Source: an optimization exercise on an open RTL-to-GDS flow (aim: small area, a short achievable clock period and few clock cycles). Production flows keep margins and buffers that such runs may drop.
The RTL was checked by simulation tests, not by an equivalence proof against the original design.

<file path="flow/design.v">
module FemtoRV32(
   input          clk,
   output [31:0] mem_addr,   
   output [31:0] mem_wdata,  
   output  [3:0] mem_wmask,  
   input  [31:0] mem_rdata,  
   output        mem_rstrb,  
   input         mem_rbusy,  
   input         mem_wbusy,  
   input         reset       
);
   wire go = ~mem_rbusy & ~mem_wbusy;
   reg         ex;       
   reg         rr;       
   reg         wv;       
   reg  [23:2] pcW;      
   reg  [23:2] pcE;      
   reg  [31:2] instr;
   reg  [31:0] rs1;
   reg  [31:0] rs2;
   reg         pend_ld;  
   reg         pend_md;  
   reg   [4:0] prd;      
   reg   [2:0] pf3;      
   reg   [1:0] pa;       
   wire [4:0] rdId = instr[11:7];
   wire [7:0] funct3Is = 8'b00000001 << instr[14:12];
   wire [31:0] Uimm={    instr[31],   instr[30:12], {12{1'b0}}};
   wire [31:0] Iimm={{21{instr[31]}}, instr[30:20]};
   wire [31:0] Simm={{21{instr[31]}}, instr[30:25],instr[11:7]};
   wire [31:0] Bimm={{20{instr[31]}}, instr[7],instr[30:25],instr[11:8],1'b0};
   wire [31:0] Jimm={{12{instr[31]}}, instr[19:12],instr[20],instr[30:21],1'b0};
   wire isLoad    =  (instr[6:2] == 5'b00000);
   wire isALUimm  =  (instr[6:2] == 5'b00100);
   wire isAUIPC   =  (instr[6:2] == 5'b00101);
   wire isStore   =  (instr[6:2] == 5'b01000);
   wire isALUreg  =  (instr[6:2] == 5'b01100);
   wire isLUI     =  (instr[6:2] == 5'b01101);
   wire isBranch  =  (instr[6:2] == 5'b11000);
   wire isJALR    =  (instr[6:2] == 5'b11001);
   wire isJAL     =  (instr[6:2] == 5'b11011);
   wire isALU = isALUimm | isALUreg;
   wire isMD  = isALUreg & instr[25];
   wire [31:0] aluIn1 = rs1;
   wire [31:0] aluIn2 = isALUreg | isBranch ? rs2 : Iimm;
   wire [31:0] aluPlus = aluIn1 + aluIn2;
   wire [32:0] aluMinus = {1'b1, ~aluIn2} + {1'b0,aluIn1} + 33'b1;
   wire        LT  = (aluIn1[31] ^ aluIn2[31]) ? aluIn1[31] : aluMinus[32];
   wire        LTU = aluMinus[32];
   wire        EQ  = (aluIn1 == aluIn2);
   wire [31:0] shifter_in = funct3Is[1] ?
     {aluIn1[ 0], aluIn1[ 1], aluIn1[ 2], aluIn1[ 3], aluIn1[ 4], aluIn1[ 5],
      aluIn1[ 6], aluIn1[ 7], aluIn1[ 8], aluIn1[ 9], aluIn1[10], aluIn1[11],
      aluIn1[12], aluIn1[13], aluIn1[14], aluIn1[15], aluIn1[16], aluIn1[17],
      aluIn1[18], aluIn1[19], aluIn1[20], aluIn1[21], aluIn1[22], aluIn1[23],
      aluIn1[24], aluIn1[25], aluIn1[26], aluIn1[27], aluIn1[28], aluIn1[29],
      aluIn1[30], aluIn1[31]} : aluIn1;
   /*verilator lint_off WIDTH*/
   wire [31:0] shifter =
               $signed({instr[30] & aluIn1[31], shifter_in}) >>> aluIn2[4:0];
   /*verilator lint_on WIDTH*/
   wire [31:0] leftshift = {
     shifter[ 0], shifter[ 1], shifter[ 2], shifter[ 3], shifter[ 4],
     shifter[ 5], shifter[ 6], shifter[ 7], shifter[ 8], shifter[ 9],
     shifter[10], shifter[11], shifter[12], shifter[13], shifter[14],
     shifter[15], shifter[16], shifter[17], shifter[18], shifter[19],
     shifter[20], shifter[21], shifter[22], shifter[23], shifter[24],
     shifter[25], shifter[26], shifter[27], shifter[28], shifter[29],
     shifter[30], shifter[31]};
   wire [31:0] aluOut =
     (funct3Is[0]  ? instr[30] & instr[5] ? aluMinus[31:0] : aluPlus : 32'b0) |
     (funct3Is[1]  ? leftshift                                       : 32'b0) |
     (funct3Is[2]  ? {31'b0, LT}                                     : 32'b0) |
     (funct3Is[3]  ? {31'b0, LTU}                                    : 32'b0) |
     (funct3Is[4]  ? aluIn1 ^ aluIn2                                 : 32'b0) |
     (funct3Is[5]  ? shifter                                         : 32'b0) |
     (funct3Is[6]  ? aluIn1 | aluIn2                                 : 32'b0) |
     (funct3Is[7]  ? aluIn1 & aluIn2                                 : 32'b0) ;
   wire predicate =
        funct3Is[0] &  EQ  |
        funct3Is[1] & !EQ  |
        funct3Is[4] &  LT  |
        funct3Is[5] & !LT  |
        funct3Is[6] &  LTU |
        funct3Is[7] & !LTU ;
   wire [23:0] pcEfull = {pcE, 2'b00};
   wire [23:0] PCplusImm = pcEfull + ( instr[3] ? Jimm[23:0] :
                                   instr[4] ? Uimm[23:0] :
                                              Bimm[23:0] );
   wire [23:0] loadstore_addr = rs1[23:0] +
                   (instr[5] ? Simm[23:0] : Iimm[23:0]);
   wire redirect = ex & (isJAL | isJALR | (isBranch & predicate));
   wire exLS     = ex & (isLoad | isStore);
   wire exLong   = ex & (isLoad | isStore | isMD);   
   reg  [33:0] hi;        
   reg   [5:0] cnt;       
   reg         mdDiv;     
   reg         msA, msB;  
   reg         dsgn;      
   wire mdBusy = |cnt;
   wire mdStart = go & ex & isMD;
   wire mFirst = ~mdBusy;
   wire mLast  = (cnt == 6'd1);
   wire sA = mFirst ? (instr[14:12] == 3'd1) : msA;
   wire signed [32:0] mA = {sA & rs1[31], rs1};
   wire signed [8:0]  mB = {mLast & msB & rs2[7], rs2[7:0]};
   wire signed [41:0] mP = mA * mB;
   wire signed [41:0] mSum = (mFirst ? 42'sd0 : {{8{hi[33]}}, hi}) + mP;
   wire [31:0] dR = hi[31:0];
   wire        dSkip = (cnt[5:3] != 3'd0) & (dR[31:24] == 8'd0) &
                       ({dR[23:0], rs1[31:24]} < rs2);
   wire [32:0] dRs   = {dR, rs1[31]};
   wire [33:0] dDiff = {1'b0, dRs} - {2'b0, rs2};
   wire        dGe   = ~dDiff[33];
   wire dSigned = ~instr[12];
   wire [31:0] dA = dSigned & rs1[31] ? -rs1 : rs1;
   wire [31:0] dB = dSigned & rs2[31] ? -rs2 : rs2;
   wire        dBz = (rs2 == 32'b0);
   always @(posedge clk) begin
      if (!reset) begin
         cnt <= 6'd0;
      end else if (mdStart) begin
         mdDiv <= instr[14];
         msA   <= (instr[14:12] == 3'd1);
         msB   <= (instr[14:12] == 3'd1) | (instr[14:12] == 3'd2);
         dsgn  <= dSigned & (instr[13] ? rs1[31] : (rs1[31] ^ rs2[31]) & ~dBz);
         if (instr[14]) begin
            rs2 <= dB;
            if (dBz) begin
               hi  <= {2'b0, dA};
               rs1 <= 32'hffffffff;
               cnt <= 6'd0;
            end else begin
               hi  <= 34'b0;
               rs1 <= dA;
               cnt <= 6'd32;
            end
         end else begin
            hi  <= mSum[41:8];
            rs2 <= {mSum[7:0], rs2[31:8]};
            cnt <= 6'd3;
         end
      end else if (mdBusy) begin
         if (mdDiv) begin
            if (dSkip) begin
               hi  <= {2'b0, dR[23:0], rs1[31:24]};
               rs1 <= {rs1[23:0], 8'b0};
               cnt <= cnt - 6'd8;
            end else begin
               hi  <= {2'b0, dGe ? dDiff[31:0] : dRs[31:0]};
               rs1 <= {rs1[30:0], dGe};
               cnt <= cnt - 6'd1;
            end
         end else begin
            hi  <= mSum[41:8];
            rs2 <= {mSum[7:0], rs2[31:8]};
            cnt <= cnt - 6'd1;
         end
      end else if (rdOp) begin
         rs1 <= fwd1 ? wbData : rf1;
         rs2 <= fwd2 ? wbData : rf2;
      end
   end
   wire [31:0] divSel = pf3[1] ? dR : rs1;
   wire [31:0] mdResult = mdDiv ? (dsgn ? -divSel : divSel) :
                          (pf3 == 3'd0) ? rs2 : hi[31:0];
   wire ld_byte = pf3[1:0] == 2'b00;
   wire ld_half = pf3[1:0] == 2'b01;
   wire [15:0] LOAD_halfword = pa[1] ? mem_rdata[31:16] : mem_rdata[15:0];
   wire  [7:0] LOAD_byte     = pa[0] ? LOAD_halfword[15:8] : LOAD_halfword[7:0];
   wire LOAD_sign = !pf3[2] & (ld_byte ? LOAD_byte[7] : LOAD_halfword[15]);
   wire [31:0] LOAD_data =
         ld_byte ? {{24{LOAD_sign}},     LOAD_byte} :
         ld_half ? {{16{LOAD_sign}}, LOAD_halfword} :
                   mem_rdata ;
   wire rCycle = rr & ~(pend_md & mdBusy);
   wire [31:0] exResult =
      (isLUI               ? Uimm                 : 32'b0) |
      (isALU               ? aluOut               : 32'b0) |
      (isAUIPC             ? {8'b0, PCplusImm}    : 32'b0) |
      (isJALR   | isJAL    ? {8'b0, pcW, 2'b00}   : 32'b0);    
   wire exWb = ex & ~(isBranch | isStore | isLoad | isMD);
   wire rWb  = rCycle & (pend_ld | pend_md);
   wire wbEn = exWb | rWb;                  
   wire [4:0]  wbRd   = rr ? prd : rdId;
   wire [31:0] wbData = rr ? (pend_ld ? LOAD_data : mdResult) : exResult;
   reg [31:0] registerFile [1:31];
   always @(posedge clk) begin
      if (go & wbEn & (wbRd != 5'd0))
         registerFile[wbRd] <= wbData;
   end
   wire latchDirect = (ex & ~exLong & ~redirect) | (~ex & ~rr & wv);
   wire latchPark   = exLong;
   wire rdOp = go & (latchDirect | rCycle);
   wire [4:0] ri1 = rr ? instr[19:15] : mem_rdata[19:15];
   wire [4:0] ri2 = rr ? instr[24:20] : mem_rdata[24:20];
   wire [31:0] rf1 = (ri1 == 5'd0) ? 32'b0 : registerFile[ri1];
   wire [31:0] rf2 = (ri2 == 5'd0) ? 32'b0 : registerFile[ri2];
   wire fwd1 = wbEn & (wbRd == ri1) & (ri1 != 5'd0);
   wire fwd2 = wbEn & (wbRd == ri2) & (ri2 != 5'd0);
   wire fetch = (ex & ~exLong) | rCycle | (~ex & ~rr);
   wire [23:0] pcW4 = {pcW, 2'b00} + 24'd4;
   wire [23:0] target = isJALR ? {aluPlus[23:1], 1'b0} : PCplusImm;
   wire [23:0] fetchAddr = redirect ? target : pcW4;
   assign mem_addr  = {8'b0, exLS ? loadstore_addr : fetchAddr};
   assign mem_rstrb = go & (fetch | (ex & isLoad));
   wire mem_byteAccess     = instr[13:12] == 2'b00;
   wire mem_halfwordAccess = instr[13:12] == 2'b01;
   wire [3:0] STORE_wmask =
              mem_byteAccess      ?
                    (loadstore_addr[1] ?
                          (loadstore_addr[0] ? 4'b1000 : 4'b0100) :
                          (loadstore_addr[0] ? 4'b0010 : 4'b0001)
                    ) :
              mem_halfwordAccess ?
                    (loadstore_addr[1] ? 4'b1100 : 4'b0011) :
              4'b1111;
   assign mem_wmask = {4{go & ex & isStore}} & STORE_wmask;
   assign mem_wdata[ 7: 0] = rs2[7:0];
   assign mem_wdata[15: 8] = loadstore_addr[0] ? rs2[7:0]  : rs2[15: 8];
   assign mem_wdata[23:16] = loadstore_addr[1] ? rs2[7:0]  : rs2[23:16];
   assign mem_wdata[31:24] = loadstore_addr[0] ? rs2[7:0]  :
                             loadstore_addr[1] ? rs2[15:8] : rs2[31:24];
   always @(posedge clk) begin
      if (!reset) begin
         ex      <= 1'b0;
         rr      <= 1'b0;
         wv      <= 1'b0;
         pend_ld <= 1'b0;
         pend_md <= 1'b0;
         pcW     <= 22'h3fffff;    
      end else if (go) begin
         if (fetch) pcW <= fetchAddr[23:2];
         wv <= fetch;
         if (latchDirect | latchPark) begin
            instr <= mem_rdata[31:2];
            pcE   <= pcW;
         end
         if (latchPark) begin
            prd     <= rdId;
            pf3     <= instr[14:12];
            pa      <= loadstore_addr[1:0];
            pend_ld <= isLoad;
            pend_md <= isMD;
         end else if (rCycle) begin
            pend_ld <= 1'b0;
            pend_md <= 1'b0;
         end
         ex <= latchDirect | rCycle;
         rr <= latchPark | (rr & ~rCycle);
      end
   end
endmodule
</file>
<file path="flow/run.sh">
#!/bin/bash
# synth_recipe.tcl (not shown) runs the flow's synth.tcl, then flattens the netlist and writes it again
# the make line also repeats each setting of config.mk as NAME=value (left out here)
make -C /OpenROAD-flow-scripts/flow DESIGN_CONFIG=/design/flow/config.mk WORK_HOME=/design/flow/orfs CLKGATE_MAP_FILE= SYNTH_SCRIPT=/design/flow/synth_recipe.tcl finish
</file>
<file path="flow/config.mk">
export PLATFORM = sky130hd
export DESIGN_NAME = FemtoRV32
export DESIGN_NICKNAME = FemtoRV32
export VERILOG_FILES = /design/flow/design.v
export SDC_FILE = /design/flow/constraint.sdc
export NUM_CORES = 4
export LEC_CHECK = 0
export CAP_MARGIN = 20
export CORE_MARGIN = 2
export CORE_UTILIZATION = 45
export SETUP_SLACK_MARGIN = 0.3
export SLEW_MARGIN = 20
</file>
<file path="flow/constraint.sdc">
create_clock -name core_clock -period 14.0 [get_ports {clk}]
set_input_delay 2.8000 -clock core_clock [delete_from_list [all_inputs] [get_ports {clk}]]
set_output_delay 2.8000 -clock core_clock [all_outputs]
set_load 0.01 [all_outputs]
</file>
==> results.tsv, run 1 <==
stage	metric	value	unit
die	die_y	444	µm
global_routing	grt_pass1_wl	565000	µm
clocking	cts_sinks	1189	
placed_design	place_congestion	1.07	
global_routing	track_usage	0.408	
setup_path	setup.worst_path.class	flip-flop to output pin	
clocking	clock_latency	0.82	ns
synth	synth_cell_type_count	101	
clocking	h-tree-depth	4	
clocking	cts_tree	done	
setup_path	crit_fanout	23	
clocking	cts.clk_slew.worst_paths	0.06	ns
job	drv_cap	0	
timing	tightest_slew	1.30	ns
setup_path	cpMaxStageDelayCell	or3b_1	
timing	skew	0.0352	ns
timing	period_share	0.824	
detailed_routing	dr.pass1.iters	6	
hold_path	hp-class	flip-flop to flip-flop	
detailed_routing	wl	409000	µm
detailed_routing	drt_iter0_drc	11300	
detailed_routing	ant_nets	0	
timing	setup_viol	0	
synth	synthArstFlopShare	0	
clocking	cts_buffers	135	
timing	worst_hold_slack	0.478	ns
setup_path	cpPeakStageDelay	0.81	ns
layout	final_net_count	9058	
detailed_routing	via_per_inst	6.84	
global_routing	grt_antenna_before_repair	24	
setup_path	critPathTopFamily	compound AO/OA/AOI/OAI gates	
global_routing	grt_pass1_vias	72300	
timing	fmax	0.0866	GHz
synth	synth_area_leader_cell	edfxtp_1	
setup_path	worstPathCellList	or3b_1, nor2_2, buf_4, a21o_1, inv_1, ha_1, inv_1, a21oi_1, o21ai_0, a21oi_1, o221ai_1, nor3_2, a211oi_1, o31ai_2, xnor2_2, a211o_1, nand2_2, mux2_2, o21ai_0, clkdlybuf4s50_1	
synth	syn-cell-area	87000	µm²
clocking	root_buffer	clkbuf_16	
die	die_x	444	µm
synth	yosys_warnings	1	
timing	hold_violations	0	
placed_design	place_hpwl	277000	µm
synth	ys_ff_latch	1189	
layout	drive_above_1_share	0.120	
synth	seq_area_frac_synth	0.406	
clocking	ctsResizeCount	0	
die	num_rows	161	
layout	area_growth_syn_to_layout	10.2	%
outcome	status	timing/DRC/antenna clean	
clocking	hold_buffers	0	
synth	syn_inst	8555	
die	die-area	197000	µm²
synth	synthTopCellsByArea	edfxtp_1 40%, mux4_2 9.7%, fa_1 6.4%, nand2_1 5.8%, ha_1 4.5%	
placed_design	post_dp_cell_area	91400	µm²
clocking	postCtsSetupRepairBufs	0	
timing	fin_setup_tns	0	ns
setup_path	critPathCaptureType	output pin	
timing	grt_setup_unrepaired	false	
global_routing	grt_remaining_overflow	0	
placed_design	port_buffers	96	
die	core	192000	µm²
detailed_routing	drc	0	
setup_path	crit_path_start_kind	flip-flop	
layout	design_area	96000	µm²
detailed_routing	routedWlPerCell	37.0	µm
synth	yosys.area.top_type_share	0.399	
synth	syn_avg_cell_area	10.2	µm²
setup_path	cp.arrival	8.74	ns
synth	synth-main-ff-cell	edfxtp_1	
die	ios	105	
die	start_util	0.452	
timing	maxSlewViolCount	0	
setup_path	path_buf_inv	4	
timing	finalCriticalPeriod	11.54	ns
synth	synth-edff-count	1156	
timing	timing.slew.headroom	0.124	
clocking	clk_path_buf_depth	3	
detailed_routing	vias	75800	
global_routing	grt_max_degree	119	
setup_path	worst_ep_required_time	11.20	ns
worst register-to-register path, stage by stage, from the launching register on:
cell and delay, ns:
edfxtp_1 0.54, buf_4 0.67, inv_1 0.60, nor2_1 0.34, fa_1 0.43, inv_1 0.09, fa_1 0.42, inv_1 0.07
ha_1 0.24, fa_1 0.51, fa_1 0.42, ha_1 0.36, nand3_1 0.09, o22ai_1 0.29, o211ai_1 0.29, o211a_1 0.36
o41ai_1 0.92, a41oi_1 0.30, a21oi_1 0.40, a31oi_1 0.21, nor2b_1 0.21, o21ai_0 0.20, a21oi_1 0.11, xor2_1 0.39
o21ai_0 0.14
cell usage after synthesis (all sizes together), types with 32 or more instances:
library cell     n
a211oi         114
a21o           107
a21oi          386
a221oi          45
a311oi         182
a31oi          105
and2            65
and3            36
buf            166
clkbuf         496
dfxtp           33
edfxtp        1156
fa             279
ha             315
inv            510
mux2i          125
mux4           375
nand2         1349
nand2b          41
nand3          479
nand4           40
nor2           672
nor2b           41
nor3           100
nor4            45
o211ai          69
o21ai          411
o21bai          32
o221ai          53
o31ai           51
xnor2          208
xor2            66
cell type report:
type	count	area (µm²)
fill	17400	96400
multi-input combinational	6184	47700
sequential	1189	35400
clock buffer	172	3560
timing repair buffer	391	3250
tap	2526	3160
inverter	527	1980
clock inverter	74	887
antenna	12	30.0
layout by cell type (no fill, tap or decap), types with 30 or more instances in the layout:
cell type / netlist / final
nand2b_1: 41 / 41
o21bai_1: 32 / 32
dfxtp_1: 33 / 32
a311oi_1: 181 / 181
nor2b_1: 41 / 40
and2_1: 64 / 64
fa_1: 279 / 279
a221oi_1: 43 / 43
clkbuf_1: 496 / 34
edfxtp_1: 1156 / 1156
a211oi_1: 113 / 111
xor2_1: 66 / 65
xnor2_1: 206 / 205
a21o_1: 107 / 106
o21ai_0: 399 / 395
nor4_1: 44 / 42
o22ai_1: 31 / 31
a31oi_1: 105 / 105
mux4_2: 375 / 375
clkbuf_16: 0 / 136
mux2i_1: 125 / 118
nor3_1: 98 / 90
nand4_1: 40 / 40
clkdlybuf4s50_1: 0 / 96
nand3_1: 478 / 478
nand2_1: 1347 / 1345
a21oi_1: 386 / 383
ha_1: 315 / 315
o31ai_1: 49 / 46
inv_1: 503 / 499
o221ai_1: 53 / 51
clkinv_1: 17 / 42
buf_4: 23 / 288
nor2_1: 671 / 639
and3_1: 36 / 36
a22oi_1: 30 / 30
o211ai_1: 68 / 68
logic make-up (layout without fill, tap and decap cells):
kind of cell	after synthesis	count (layout)	share of synthesized area
compound gates	1834	1834	0.141
xor+xnor	274	274	0.0277
buf+inv	1189	1164	0.0533
flops	1189	1189	0.406
other cells	1	20	0.0000431
simple gates	2944	2944	0.146
mux	530	530	0.115
fa+ha+maj	594	594	0.109
stage by stage:
stage / instances / worst slack, ns / utilization
6_report: 11100 / 2.46 / 0.499
5_1_grt: 11100 / 2.19 / 0.499
4_1_cts: 11100 / 2.59 / 0.498
3_5_place_dp: 10800 / 3.48 / 0.475
3_3_place_gp: 10800 / 3.63 / 0.475
2_1_floorplan: 8562 / 6.09 / -
metal layers:
| metal | part of all wire | up-vias | track usage |
|---|---|---|---|
| li1 | - | 31100 | - |
| met2 | 0.44 | 5426 | 0.613 |
| met3 | 0.12 | 1295 | 0.111 |
| met4 | 0.077 | 24 | 0.256 |
| met5 | 0.00039 | - | 0 |
| met1 | 0.37 | 37900 | 0.523 |
sequential cells by signal (all words and copies together) (netlist names), 2 cells and up:
name and flops:
cnt 6, hi 34, instr 30, pa 2, pcE 22, pcW 22, pf3 3, prd 5
registerFile 992, rs1 32, rs2 32
final timing paths:
check,slack [ns],startpoint,to,cells past startpoint
setup reg to reg,5.12,rs2[0],hi[29],24
hold / removal,0.48,wv,wv,2
setup / recovery,2.46,instr[3],mem_addr[18],20
hold reg to reg,0.48,wv,wv,2
Testbench counts, summed over its fixed seeds: cycles 164,664.
==> run 2: changes to the inputs <==
--- a/flow/design.v
+++ b/flow/design.v
@@ -29,22 +29,40 @@
    wire [31:0] Iimm={{21{instr[31]}}, instr[30:20]};
-   wire [31:0] Simm={{21{instr[31]}}, instr[30:25],instr[11:7]};
    wire [31:0] Bimm={{20{instr[31]}}, instr[7],instr[30:25],instr[11:8],1'b0};
    wire [31:0] Jimm={{12{instr[31]}}, instr[19:12],instr[20],instr[30:21],1'b0};
-   wire isLoad    =  (instr[6:2] == 5'b00000);
-   wire isALUimm  =  (instr[6:2] == 5'b00100);
-   wire isAUIPC   =  (instr[6:2] == 5'b00101);
-   wire isStore   =  (instr[6:2] == 5'b01000);
-   wire isALUreg  =  (instr[6:2] == 5'b01100);
-   wire isLUI     =  (instr[6:2] == 5'b01101);
-   wire isBranch  =  (instr[6:2] == 5'b11000);
-   wire isJALR    =  (instr[6:2] == 5'b11001);
-   wire isJAL     =  (instr[6:2] == 5'b11011);
-   wire isALU = isALUimm | isALUreg;
-   wire isMD  = isALUreg & instr[25];
+   wire [31:2] nI = rr ? instr : mem_rdata[31:2];
+   wire nLoad    = (nI[6:2] == 5'b00000);
+   wire nALUimm  = (nI[6:2] == 5'b00100);
+   wire nStore   = (nI[6:2] == 5'b01000);
+   wire nALUreg  = (nI[6:2] == 5'b01100);
+   wire nBranch  = (nI[6:2] == 5'b11000);
+   wire nMD      = nALUreg & nI[25];
+   reg isLoad, isAUIPC, isStore, isALUreg, isLUI, isBranch, isJALR, isJAL;
+   reg isALU, isMD, aluSub, selRs2, exLongI, exWbI;
+   always @(posedge clk) begin
+      if (rdOp) begin
+         isLoad   <= nLoad;
+         isAUIPC  <= (nI[6:2] == 5'b00101);
+         isStore  <= nStore;
+         isALUreg <= nALUreg;
+         isLUI    <= (nI[6:2] == 5'b01101);
+         isBranch <= nBranch;
+         isJALR   <= (nI[6:2] == 5'b11001);
+         isJAL    <= (nI[6:2] == 5'b11011);
+         isALU    <= nALUimm | nALUreg;
+         isMD     <= nMD;
+         aluSub   <= nBranch | (nALUimm | nALUreg) & (nI[13] & ~nI[14] |
+                     ~nI[14] & ~nI[13] & ~nI[12] & nI[30] & nI[5]);
+         selRs2   <= nALUreg | nBranch;
+         exLongI  <= nLoad | nStore | nMD;
+         exWbI    <= ~(nBranch | nStore | nLoad | nMD);
+      end
+   end
    wire [31:0] aluIn1 = rs1;
-   wire [31:0] aluIn2 = isALUreg | isBranch ? rs2 : Iimm;
-   wire [31:0] aluPlus = aluIn1 + aluIn2;
-   wire [32:0] aluMinus = {1'b1, ~aluIn2} + {1'b0,aluIn1} + 33'b1;
-   wire        LT  = (aluIn1[31] ^ aluIn2[31]) ? aluIn1[31] : aluMinus[32];
-   wire        LTU = aluMinus[32];
+   wire [31:0] aluIn2 = selRs2 ? rs2 :
+                        {Iimm[31:5], isStore ? instr[11:7] : instr[24:20]};
+   wire [32:0] aluSum = {1'b0, aluIn1} + {1'b0, aluIn2 ^ {32{aluSub}}} +
+                        {32'b0, aluSub};
+   wire [31:0] aluPlus = aluSum[31:0];
+   wire        LTU = ~aluSum[32];
+   wire        LT  = (aluIn1[31] ^ aluIn2[31]) ? aluIn1[31] : LTU;
    wire        EQ  = (aluIn1 == aluIn2);
@@ -70,3 +88,3 @@
    wire [31:0] aluOut =
-     (funct3Is[0]  ? instr[30] & instr[5] ? aluMinus[31:0] : aluPlus : 32'b0) |
+     (funct3Is[0]  ? aluPlus                                         : 32'b0) |
      (funct3Is[1]  ? leftshift                                       : 32'b0) |
@@ -89,7 +107,6 @@
                                               Bimm[23:0] );
-   wire [23:0] loadstore_addr = rs1[23:0] +
-                   (instr[5] ? Simm[23:0] : Iimm[23:0]);
+   wire [23:0] loadstore_addr = aluPlus[23:0];
    wire redirect = ex & (isJAL | isJALR | (isBranch & predicate));
    wire exLS     = ex & (isLoad | isStore);
-   wire exLong   = ex & (isLoad | isStore | isMD);   
+   wire exLong   = ex & exLongI;   
    reg  [33:0] hi;        
@@ -181,3 +198,3 @@
       (isJALR   | isJAL    ? {8'b0, pcW, 2'b00}   : 32'b0);    
-   wire exWb = ex & ~(isBranch | isStore | isLoad | isMD);
+   wire exWb = ex & exWbI;
    wire rWb  = rCycle & (pend_ld | pend_md);
@@ -196,4 +213,12 @@
    wire [4:0] ri2 = rr ? instr[24:20] : mem_rdata[24:20];
-   wire [31:0] rf1 = (ri1 == 5'd0) ? 32'b0 : registerFile[ri1];
-   wire [31:0] rf2 = (ri2 == 5'd0) ? 32'b0 : registerFile[ri2];
+   reg [31:0] rf1, rf2;
+   integer k;
+   always @* begin
+      rf1 = 32'b0;
+      rf2 = 32'b0;
+      for (k = 1; k < 32; k = k + 1) begin
+         rf1 = rf1 | ({32{ri1 == k}} & registerFile[k]);
+         rf2 = rf2 | ({32{ri2 == k}} & registerFile[k]);
+      end
+   end
    wire fwd1 = wbEn & (wbRd == ri1) & (ri1 != 5'd0);
==> flow/flow/run.sh (new file) <==
#!/bin/bash
# Standard layout, with timing repair aiming well below the 14 ns clock period
# (setup margin 8 ns), so that the achieved period is as short as the design allows.
set -euo pipefail
bash standard.sh SETUP_SLACK_MARGIN=8 finish > standard_make.log 2>&1
==> flow/standard.sh (new file) <==
#!/bin/bash
# synth_recipe.tcl (not shown) runs the flow's synth.tcl, then flattens the netlist and writes it again
# the make line also repeats each setting of config.mk as NAME=value (left out here)
make -C /OpenROAD-flow-scripts/flow DESIGN_CONFIG=/design/flow/config.mk WORK_HOME=/design/flow/orfs CLKGATE_MAP_FILE= SYNTH_SCRIPT=/design/flow/synth_recipe.tcl "${@:-finish}"
--- a/flow/config.mk
+++ b/flow/config.mk
@@ -10,3 +10,2 @@
 export CORE_UTILIZATION = 45
-export SETUP_SLACK_MARGIN = 0.3
 export SLEW_MARGIN = 20
removed: flow/run.sh
==> results.tsv, run 2 <==
stage	metric	value	unit	change
timing	worst_slack	6.01	ns	+3.55 ns
synth	yosys.cell_count.top_type	edfxtp_1		
placed_design	place_ws	4.83	ns	+1.35 ns
job	drv_cap	0		unchanged
timing	finalCriticalPeriod	7.99	ns	-3.55 ns
placed_design	place_congestion	1.08		+1.1%
synth	yosys.area.top_type_share	0.433		+0.0344
timing	period_share	0.571		-0.254
clocking	h-tree-depth	4		unchanged
detailed_routing	vias	80800		+6.7%
synth	synth_cell_type_count	112		+11%
detailed_routing	maxUsedRoutingLayer	met5		
timing	timing.slew.headroom	0.112		-0.0122
die	start_util	0.454		+0.00117
global_routing	grt_pass1_wl	613000	µm	+8.5%
detailed_routing	dr_wl_met2	182000	µm	+1.8%
timing	fmax	0.125	GHz	+44%
layout	final_common_cell	edfxtp_1		
placed_design	place_hpwl	281000	µm	+1.6%
die	die_y	428	µm	-3.5%
clocking	clock_latency	0.83	ns	about the same
synth	synth_area_leader_cell	edfxtp_1		
synth	synthTopCellsByArea	edfxtp_1 43%, fa_1 6.9%, a22oi_1 5.4%, ha_1 4.5%, nand2_1 2.9%		
setup_path	critPathMostFrequentCell	buf_12		
layout	reg_top3	registerFile x992, hi x34		
layout	drive_above_1_share	0.180		+0.0601
global_routing	grt_pass1_vias	74700		+3.4%
outcome	status	timing/DRC/antenna clean		
setup_path	cpMaxStageDelayCell	edfxtp_1		
detailed_routing	drc	0		unchanged
detailed_routing	drt_iter0_drc	17300		+53%
clocking	cts.clk_slew.worst_paths	0.05	ns	about the same
global_routing	track_usage	0.480		+0.0719
layout	most-common-layout-cells	1169 x edfxtp_1, 581 x nand2_1, 573 x a22oi_1		
layout	largest_reg_flops	992		unchanged
clocking	cts_tree	done		
synth	ys_top_cells_by_count	1169 x edfxtp_1, 622 x nand2_1, 578 x a22oi_1		
setup_path	crit_fanout	8		-65%
setup_path	critPathTopFamily	compound AO/OA/AOI/OAI gates		
timing	worst_hold_slack	0.493	ns	+0.0141 ns
detailed_routing	wl_met3	76000	µm	+58%
layout	area_growth_syn_to_layout	19.0	%	
setup_path	cp.arrival	5.19	ns	-3.55 ns
synth	seq_area_frac_synth	0.441		+0.0350
timing	hold_violations	0		unchanged
global_routing	grt_max_degree	84		-29%
synth	yosys_warnings	1		unchanged
timing	skew	0.0650	ns	+0.0298 ns
setup_path	setup.worst_path.class	flip-flop to output pin		
die	core	179000	µm²	-7.2%
setup_path	worst_ep_required_time	11.20	ns	about the same
die	num_rows	155		-3.7%
synth	syn_inst	7795		-8.9%
timing	fin_setup_tns	0	ns	unchanged
detailed_routing	ant_nets	0		unchanged
clocking	hold_buffers	0		unchanged
die	die-area	183000	µm²	-6.9%
layout	final_net_count	8636		-4.7%
layout	max_flop_register	registerFile		
detailed_routing	dr.pass1.iters	10		+4
timing	setup_viol	0		unchanged
detailed_routing	via_per_inst	7.69		+12%
die	die_x	428	µm	-3.5%
detailed_routing	wl_met1	151000	µm	-0.30%
placed_design	port_buffers	96		unchanged
setup_path	path_buf_inv	7		+3
synth	syn_avg_cell_area	10.4	µm²	+2.2%
layout	design_area	96400	µm²	+0.49%
detailed_routing	routedWlPerCell	43.6	µm	+18%
synth	synth-edff-count	1169		+1.1%
synth	synthArstFlopShare	0		unchanged
clocking	root_buffer	clkbuf_16		
placed_design	post_dp_cell_area	86100	µm²	-5.8%
synth	synth-main-ff-cell	edfxtp_1		
detailed_routing	wl	459000	µm	+12%
timing	tightest_slew	1.32	ns	+0.0225 ns
hold_path	hp-class	flip-flop to flip-flop		
global_routing	grt_antenna_before_repair	45		+88%
timing	maxSlewViolCount	0		unchanged
clocking	cts_sinks	1202		+1.1%
timing	grt_setup_unrepaired	true		
synth	ys_ff_latch	1202		+1.1%
setup_path	r2r-start	rs2[7]		
layout	final_core_utilization	0.540		+0.0411
clocking	clk_path_buf_depth	3		unchanged
setup_path	crit_path_start	isStore		
setup_path	worstPathCellList	buf_6, buf_12, mux2_4, o21ai_4, buf_12, xnor2_4, inv_2, fa_2, nor2b_4, o21bai_4, a21oi_4, o31ai_4, o211a_1, or2_4, a211oi_4, nor2_4, buf_12, buf_12, mux2_4, nand2_2, o21ai_2, buf_2		
synth	syn-cell-area	81000	µm²	-6.9%
die	ios	105		unchanged
setup_path	cpPeakStageDelay	0.42	ns	-0.39 ns
global_routing	grt_remaining_overflow	0		unchanged
setup_path	critPathCaptureType	output pin		
setup_path	crit_path_start_kind	flip-flop		
hold_path	hp-start	wv		
clocking	cts_buffers	133		-1.5%
[run 2: final cells by class]
class | instances | area (µm²)
antenna | 26 | 65.1
clock buffer | 153 | 3420
clock inverter | 85 | 1060
fill | 15400 | 82200
inverter | 457 | 1810
multi-input combinational | 5559 | 44600
sequential | 1202 | 35800
tap | 2355 | 2950
timing repair buffer | 675 | 6640
timing repair inverter | 4 | 61.3
[run 2: worst paths after layout]
path / to / slack (ns) / cells past startpoint
worst max-delay path: mem_addr[5] / 6.01 / 22
worst min-delay path: wv / 0.49 / 2
worst max register to register: hi[30] / 7.10 / 29
worst min register to register: wv / 0.49 / 2
[run 2: stage by stage]
step / instances
after floorplan: 7802
after global placement: 9989
after detailed placement: 9989
after CTS: 10400
after global routing: 10500
final: 10500
[run 2: per-layer routing]
metal | global-route usage | up-vias
met1 | 0.570 | 38900
met2 | 0.665 | 8771
met3 | 0.213 | 2749
met5 | 0.00364 | -
met4 | 0.399 | 42
li1 | - | 30400
[run 2: what timing repair did]
item / CTS / global route
cloned: 26 / 7
gates resized for setup: 672 / 266
pin swaps: 88 / 123
endpoints found under the setup margin: 1040 / 215
buffers inserted: 163 / 64
[run 2: cells by family (layout without fill, tap and decap cells)]
logic type	after synthesis	count (layout)	share of synthesized area
other	1	34	0.0000463
flip-flops	1202	1202	0.441
AO/OA/AOI/OAI	2512	2512	0.224
buffers and inverters	1044	1374	0.0520
multiplexers	156	158	0.0213
AND/OR/NAND/NOR	2049	2050	0.120
adder cells (fa/ha/maj)	568	568	0.113
XOR/XNOR	263	263	0.0284
[run 2: worst register-to-register path, delay by kind of cell, from the launching register on]
kind,cells,cell delay [ns]
AO/OA/AOI/OAI,8,1.81
flip-flops,1,0.43
adder cells (fa/ha/maj),6,2.70
AND/OR/NAND/NOR,4,0.49
XOR/XNOR,1,0.12
buffers and inverters,10,1.11
Testbench counts of run 2, summed over its fixed seeds: cycles 164,664.

-- what the ideal ports hide --
How much do the figures lean on ideal ports? The routed layouts below were timed once more, with nothing changed but the port constraints. Step 1: set_driving_cell puts a clkbuf_16 on clk and a buf_2 on each other input, an assumption about the parent block. Step 2 also shifts input and output timing later by t, the mid clock arrival at the registers, as if the neighbouring blocks saw the same clock. Slacks: ideal ports / drivers / drivers and shift; pairs: ideal ports / drivers.
run | t, ns | slack for setup (ns) | hold WS [ns] | worst setup path after step 2 | pins driven straight from the clock port
run 1 | 0.895 | 2.457 / 2.364 / 3.260 | 0.478 / 0.478 / 0.478 | register to output | 1
run 2 | 0.873 | 6.007 / 5.925 / 6.797 | 0.493 / 0.493 / 0.493 | register to output | 1
After both steps every run listed still meets setup and hold.
